What follows belongs to an exercise in optimizing a design on an open flow for small area; a production flow would make more cautious choices. The RTL was checked by simulation tests, not by an equivalence proof against the original design. Power is estimated from default activity; no workload was simulated.

[flow/run.sh]
#!/bin/bash
# synth_recipe.tcl (not shown) runs the flow's synth.tcl, then flattens the netlist and writes it again
# the make line also repeats each setting of config.mk as NAME=value (left out here)
make -C /OpenROAD-flow-scripts/flow DESIGN_CONFIG=/design/flow/config.mk WORK_HOME=/design/flow/orfs CLKGATE_MAP_FILE= SYNTH_SCRIPT=/design/flow/synth_recipe.tcl finish
[flow/config.mk]
export PLATFORM = sky130hd
export DESIGN_NAME = Morse_IP
export DESIGN_NICKNAME = Morse_IP
export VERILOG_FILES = /design/flow/design.v
export SDC_FILE = /design/flow/constraint.sdc
export NUM_CORES = 4
export LEC_CHECK = 0
export CAP_MARGIN = 20
export CORE_MARGIN = 2
export CORE_UTILIZATION = 40
export SLEW_MARGIN = 20
[flow/constraint.sdc]
create_clock -name core_clock -period 10.0 [get_ports {clk}]
set_input_delay 2.0000 -clock core_clock [delete_from_list [all_inputs] [get_ports {clk}]]
set_output_delay 2.0000 -clock core_clock [all_outputs]
set_load 0.01 [all_outputs]
[flow/design.v]
module Morse_IP
#( 
    parameter DOT_TIME = 25_000,  
    parameter WAIT_TIME = 50_000 
) (
    input clk,                 
    input reset_n, 
    input write,              
    input read,                 
    input [1:0] address,        
    input [31:0] writedata,     
    output reg [7:0] readdata,    
	 input [7:0] inital,
	 input MODE,
    output reg [7:0] ascii_out,
    output reg dot_t,           
    output reg wait_t           
);
    localparam DW = $clog2(DOT_TIME + 1);
    localparam TW = $clog2(WAIT_TIME + 2);
    reg [4:0] morse_code;        
    reg [2:0] length;
	 reg [1:0] signal;       
    reg [TW-1:0] timer, wait_cnt; 
    reg [DW-1:0] dot_cnt;
    wire clear = !signal[1] || (write && address == 2'd0 && !writedata[1]);
    localparam IDLE = 2'b00, DETECT = 2'b01, RECORD = 2'b10;
    reg [1:0] state, next_state;
    always @(posedge clk or negedge reset_n) begin
        if (!reset_n) begin
            readdata <= 8'b0;
            signal <= 2'b0;
        end else begin
            if (read) begin
                case (address)
                    2'd0: readdata <= {7'b0, MODE};
                    2'd1: readdata <= {3'b0, morse_code};
                    2'd2: readdata <= {5'b0, length};
                    2'd3: readdata <= ascii_out;
                    default: readdata <= 8'b0;
                endcase
            end
            if (write) begin
                case (address)
                    2'd0: signal <= writedata[1:0] ;
                    default: ;
                endcase
            end
        end
    end
    always @(posedge clk or negedge reset_n) begin
        if (!reset_n) begin
            dot_t <= 1'b0;
            wait_t <= 1'b0;
            dot_cnt <= {DW{1'b0}};
            wait_cnt <= {TW{1'b0}};
        end else begin
            if (dot_cnt == DOT_TIME) begin
                dot_t <= ~dot_t;
                dot_cnt <= {DW{1'b0}};
            end else begin
                dot_cnt <= dot_cnt + 1'b1;
            end
            if (wait_cnt == WAIT_TIME) begin
                wait_t <= ~wait_t;
                wait_cnt <= {TW{1'b0}};
            end else begin
                wait_cnt <= wait_cnt + 1'b1;
            end
        end
    end
    always @(posedge clk) begin
        if (!clear && MODE) begin
            case (state)
                IDLE: next_state <= signal[0] ? IDLE : DETECT;
                DETECT: if (signal[0]) next_state <= RECORD;
                RECORD: if (timer > WAIT_TIME) next_state <= IDLE;
                default: ;
            endcase
        end
    end
    always @(posedge clk or negedge reset_n) begin
        if (!reset_n) begin
            state <= IDLE;
            morse_code <= 5'b0;
            length <= 3'b0;
            timer <= {TW{1'b0}};
        end else if (clear) begin
            state <= IDLE;
            morse_code <= 5'b0;
            length <= 3'b0;
            timer <= {TW{1'b0}};
        end else 
		  if(!MODE) begin
		  		morse_code <= inital[4:0] ;
				length <= inital[7:5];
         end else begin
                case (state)
                    IDLE: begin
                        timer <= {TW{1'b0}};
                        if (!signal[0]) begin 
									 length <= length + 1'b1;
                            state <= DETECT;
                        end else
									 state <= IDLE;
                    end
                    DETECT: begin
                        if (!signal[0]) begin
                            if (timer != {TW{1'b1}})
                                timer <= timer + 1'b1;
                            state <= next_state;
                        end else begin
                            if (timer < DOT_TIME) begin
                                morse_code <= {morse_code[3:0], 1'b0};   
                            end else begin
                                morse_code <= {morse_code[3:0], 1'b1};   
                            end
                            state <= RECORD;
                        end
                    end
                    RECORD: begin
                        if (timer > WAIT_TIME) begin
                            state <= IDLE;
                        end else  begin
                            timer <= timer + 1'b1;
                            state <= next_state;
                        end
                    end
                    default: state <= next_state;
                endcase
            end 
    end
	always @(*) begin
		case (length)
			3'd1: begin
				case (morse_code[0])
					1'b0: ascii_out = 8'h45;     
					1'b1: ascii_out = 8'h54;     
				endcase
			end
			3'd2: begin
				case (morse_code[1:0])
					2'b00: ascii_out = 8'h49;    
					2'b01: ascii_out = 8'h41;    
					2'b10: ascii_out = 8'h4E;    
					2'b11: ascii_out = 8'h4D;    
				endcase
			end
			3'd3: begin
				case (morse_code[2:0])
					3'b000: ascii_out = 8'h53;   
					3'b001: ascii_out = 8'h55;   
					3'b010: ascii_out = 8'h52;   
					3'b011: ascii_out = 8'h57;   
					3'b100: ascii_out = 8'h44;   
					3'b101: ascii_out = 8'h4B;   
					3'b110: ascii_out = 8'h47;   
					3'b111: ascii_out = 8'h4F;   
				endcase
			end
			3'd4: begin
				case (morse_code[3:0])
					4'b0000: ascii_out = 8'h48;   
					4'b0001: ascii_out = 8'h56;   
					4'b0010: ascii_out = 8'h46;   
				   4'b0011: ascii_out = 8'h32;   
					4'b0100: ascii_out = 8'h4C;   
					4'b0101: ascii_out = 8'h5E;   
					4'b0110: ascii_out = 8'h50;   
					4'b0111: ascii_out = 8'h4A;   
					4'b1000: ascii_out = 8'h42;   
					4'b1001: ascii_out = 8'h58;   
					4'b1010: ascii_out = 8'h43;   
					4'b1011: ascii_out = 8'h59;   
					4'b1100: ascii_out = 8'h5A;   
					4'b1101: ascii_out = 8'h51;   
					4'b1110: ascii_out = 8'h2B;   
					4'b1111: ascii_out = 8'h2D;   
				endcase
			end
			3'd5: begin
			case (morse_code[4:0])
					5'b00000: ascii_out = 8'h35;   
					5'b00001: ascii_out = 8'h34;   
					5'b00010: ascii_out = 8'h2A;   
					5'b00011: ascii_out = 8'h33;   
					5'b01010: ascii_out = 8'h2E;   
					5'b01011: ascii_out = 8'h22;   
					5'b01110: ascii_out = 8'h3F;   
					5'b01111: ascii_out = 8'h31;   
					5'b10000: ascii_out = 8'h36;   
					5'b10001: ascii_out = 8'h7E;   
					5'b11000: ascii_out = 8'h37;   
					5'b11001: ascii_out = 8'h27;   
					5'b11100: ascii_out = 8'h38;   
					5'b11101: ascii_out = 8'h2F;   
					5'b11110: ascii_out = 8'h39;   
					5'b11111: ascii_out = 8'h3A;   
					default: ascii_out = 8'h5F;    
				endcase
			end
			default: ascii_out = 8'h5F; 
		endcase
	end
endmodule
==> run summary <==
flip-flops by register name, summed over array words and instances, names as in the netlist, 2 cells and up:
name / flops
next_state: 2
wait_cnt: 16
readdata: 7
state: 2
dot_cnt: 15
signal: 2
morse_code: 5
timer: 16
length: 3
cell type report:
class | instances | area [um^2]
fillers | 1053 | 5760
inverters | 25 | 93.8
clock buffers | 10 | 229
well taps | 140 | 175
flip-flops and latches | 70 | 1760
multi-input cells | 393 | 2560
repair buffers | 34 | 330
clock inverters | 6 | 71.3
power by group through the flow:
stage                     clock, mW  sequential (mW)  combinational [mW]
after floorplan                   0            0.315               0.143
after global placement            0            0.332               0.200
after detailed placement          0            0.333               0.203
after CTS                     0.332            0.328               0.203
after global routing          0.345            0.331               0.224
final                         0.325            0.328               0.202
worst max-delay path, delay by kind of cell, from the launching register on:
family          cells  cell delay (ps)
compound gates      2              500
fa+ha+maj           1              390
buf+inv             2              700
flops               1              720
simple gates        2              580
cell usage in the layout, fill, tap and decap left out, types with 9 or more instances in the layout:
cell and instances:
clkbuf_16 9, xor2_1 11, a211oi_1 11, dfrtp_1 68
a31oi_1 12, nor2b_1 14, nand4_1 14, nand2_1 41
inv_1 25, ha_1 22, clkdlybuf4s50_1 31, xnor2_1 18
nand3_1 27, a21oi_1 19, nor2_1 45, o21ai_0 25
and3_1 14, nor3_1 11
final timing paths:
check / end / slack [ps] / cells past startpoint
max in group asynchronous: morse_code[3] / 7580 / 2
min in group asynchronous: dot_cnt[12] / 1850 / 2
worst min register to register: wait_t / 470 / 1
worst max register to register: readdata[0] / 7220 / 7
worst min-delay path: wait_t / 470 / 1
worst max-delay path: ascii_out[0] / 4760 / 7
logic make-up (layout without fill, tap and decap cells):
kind of cell / Yosys count / count (layout) / synth area share (%)
buffers and inverters: 58 / 75 / 5.22
adder cells (fa/ha/maj): 22 / 22 / 6.04
multiplexers: 9 / 9 / 2.03
XOR/XNOR: 29 / 29 / 5.57
AND/OR/NAND/NOR: 215 / 215 / 25.1
other: 1 / 2 / 0.0823
flip-flops: 70 / 70 / 38.6
AO/OA/AOI/OAI: 116 / 116 / 17.3
metal layers:
metal,part of all wire (%),track usage [%],vias to the layer above
li1,-,-,1922
met1,47,23.2,1864
met2,48,27.8,64
met3,3.8,3.44,21
met4,2.1,7.50,0
met5,0,0,-
==> summary.md <==
| Metric | Value |
|---|---|
| Worst path cell trace | `inv_1, ha_1, nor2_1, a2111oi_0, a211oi_1, or3b_2, clkdlybuf4s50_1` |
| TritonCTS Buffers | `9` |
| Clk pwr share | `38.0%` |
| Hold WC Path Type | `reg -> reg` |
| Post-synthesis register bit count | `70` |
| Post-Layout Cell Count | `678` |
| Starting Density | `41.5%` |
| Tot GR Track Use | `17.5%` |
| CTS root buf | `clkbuf_16` |
| Asr flop ratio synth | `97.1%` |
| Placed insts | `662` |
| Status | `no timing/DRC/antenna violations` |
| Post-CTS Resized | `0` |
| Setup crit start kind | `flip-flop` |
| Drt first pass iters | `4` |
| Total power | `0.855 mW` |
| Post-route cell area | `0.00522 mm^2` |
| Area Growth Syn to Fin | `14.6%` |
| Post-route ant nets | `0` |
| Worst R2R Start | `morse_code[1]` |
| Netlist Area Pre-Place | `0.00456 mm^2` |
| CTS Buffer Depth | `2` |
| Number of synthesized flops with an enable pin | `2` |
| Reg clk slew, reported paths | `60 ps` |
| Crit path max fanout | `19` |
| Die Y | `111 um` |
| WP data arrival | `3240 ps` |
| Primary FF master, synth | `dfrtp_1` |
| Net load switching power | `0.270 mW` |
| Top-count cell post-synth | `dfrtp_1` |
| Min Hold Slack | `467 ps` |
| Mean area per synthesized cell | `8.77 um^2` |
| Final Cycle Share | `52.4%` |
| Layout Nets | `602` |
| Routability cong. | `0.865` |
| Synth warn | `1` |
| Total gr overflow | `0` |
| Setup tns final | `0 ps` |
| Cell taking the most area after synthesis | `dfrtp_1` |
| Drt total wl | `10400 um` |
| Slew margin rel. | `42.8%` |
| Initial antenna violation count | `0` |
| Hold Buf Count CTS | `0` |
| Die area | `0.0123 mm^2` |
| Via count | `3871` |
| Worst-skew pair later-pin latency | `340 ps` |
| Via-per-instance ratio | `5.71` |
| Setup WS pre-CTS | `5120 ps` |
| Hold path startpoint | `wait_t` |
| Max Clk Rate | `191 MHz` |
| H-tree depth | `3` |
| Area contributors post-synth | `dfrtp_1 (37%), ha_1 (6.0%), nor2_1 (3.7%)` |
| Drt wl/cell | `15.4 um` |
| Final setup viols | `0` |
| Diodes inserted | `0` |
| Worst setup slack after layout | `4760 ps` |
| Maximum vdd drop | `0.0881 mV` |
| Die Width | `111 um` |
| Seq pwr share | `38.3%` |
| Final Critical Period | `5240 ps` |
| Internal power | `0.585 mW` |
| Placement Cell Area | `0.00492 mm^2` |
| Slew Limit Fails | `0` |
| Final hold violations | `0` |
| Synth cell types | `68` |
| CP required | `8000 ps` |
| CP Capture Type | `output pin` |
| Final HPWL DP | `7380 um` |
| Largest net degree at the start of global routing | `69` |
| Share of layout cells above drive strength 1 | `5.95%` |
| TritonCTS clock tree | `yes` |
| Number of global-route vias before repair | `3641` |
| WS Path Type | `reg -> out` |
| Slowest CP cell | `dfrtp_1` |
| DRC viols | `0` |
| Worst slew pin tran | `858 ps` |
| Io pins | `65` |
| Fin util | `47.6%` |
| Leakage power | `2.18 nW` |
| FP Rows | `38` |
| Switching part of the total | `31.6%` |
| Iteration-0 DRC count of the detailed router | `381` |
| Seq/Total Area, Yosys | `38.6%` |
| Crit-path max cell delay | `720 ps` |
| Max-Cap Viols | `0` |
| Post-Route Skew | `6.82 ps` |
| Core area | `0.0110 mm^2` |
| First-pass GRT wire length | `17700 um` |
| Post-CTS setup buffers | `0` |
| Top cell type's share of synthesized area | `37.3%` |
| P per Cell Area | `164 mW/mm^2` |
| Post-Synthesis Cells | `520` |
| Setup repair after global routing missed its margin | `false` |
| Worst setup startpoint | `morse_code[1]` |
| PortBufs | `32` |
| Combinational fraction of design power | `23.6%` |
| Top post-synthesis cells by count | `dfrtp_1 (68), nor2_1 (45), nand2_1 (41)` |
| CTS sink count | `70` |

-- afterwards: timing with drivers on the ports --
The flow's constraints put no driver on any port. The routed layout listed below was extracted and timed again, unchanged, in two steps.
Step 1: set_driving_cell puts a clkbuf_16 on clk and a buf_2 on each other input, an assumption about the parent block.
Step 2 also shifts input and output timing later by t, the mid clock arrival at the registers, as if the neighbouring blocks saw the same clock.
a / b / c = no drivers / after step 1 / after step 2; a / b = the first two.
shift t [ns]: 0.377
slack for setup (ns): 4.758 / 4.721 / 5.098
worst register clock-pin slew, ns: 0.06 / 0.06
worst slew at a driven data input, ns: 0.06
cell pins on the clock port's net: 1
After both steps this run still meets setup and hold. For this run, drivers alone change the setup slack by -0.037 ns; drivers and shift together by +0.340 ns.
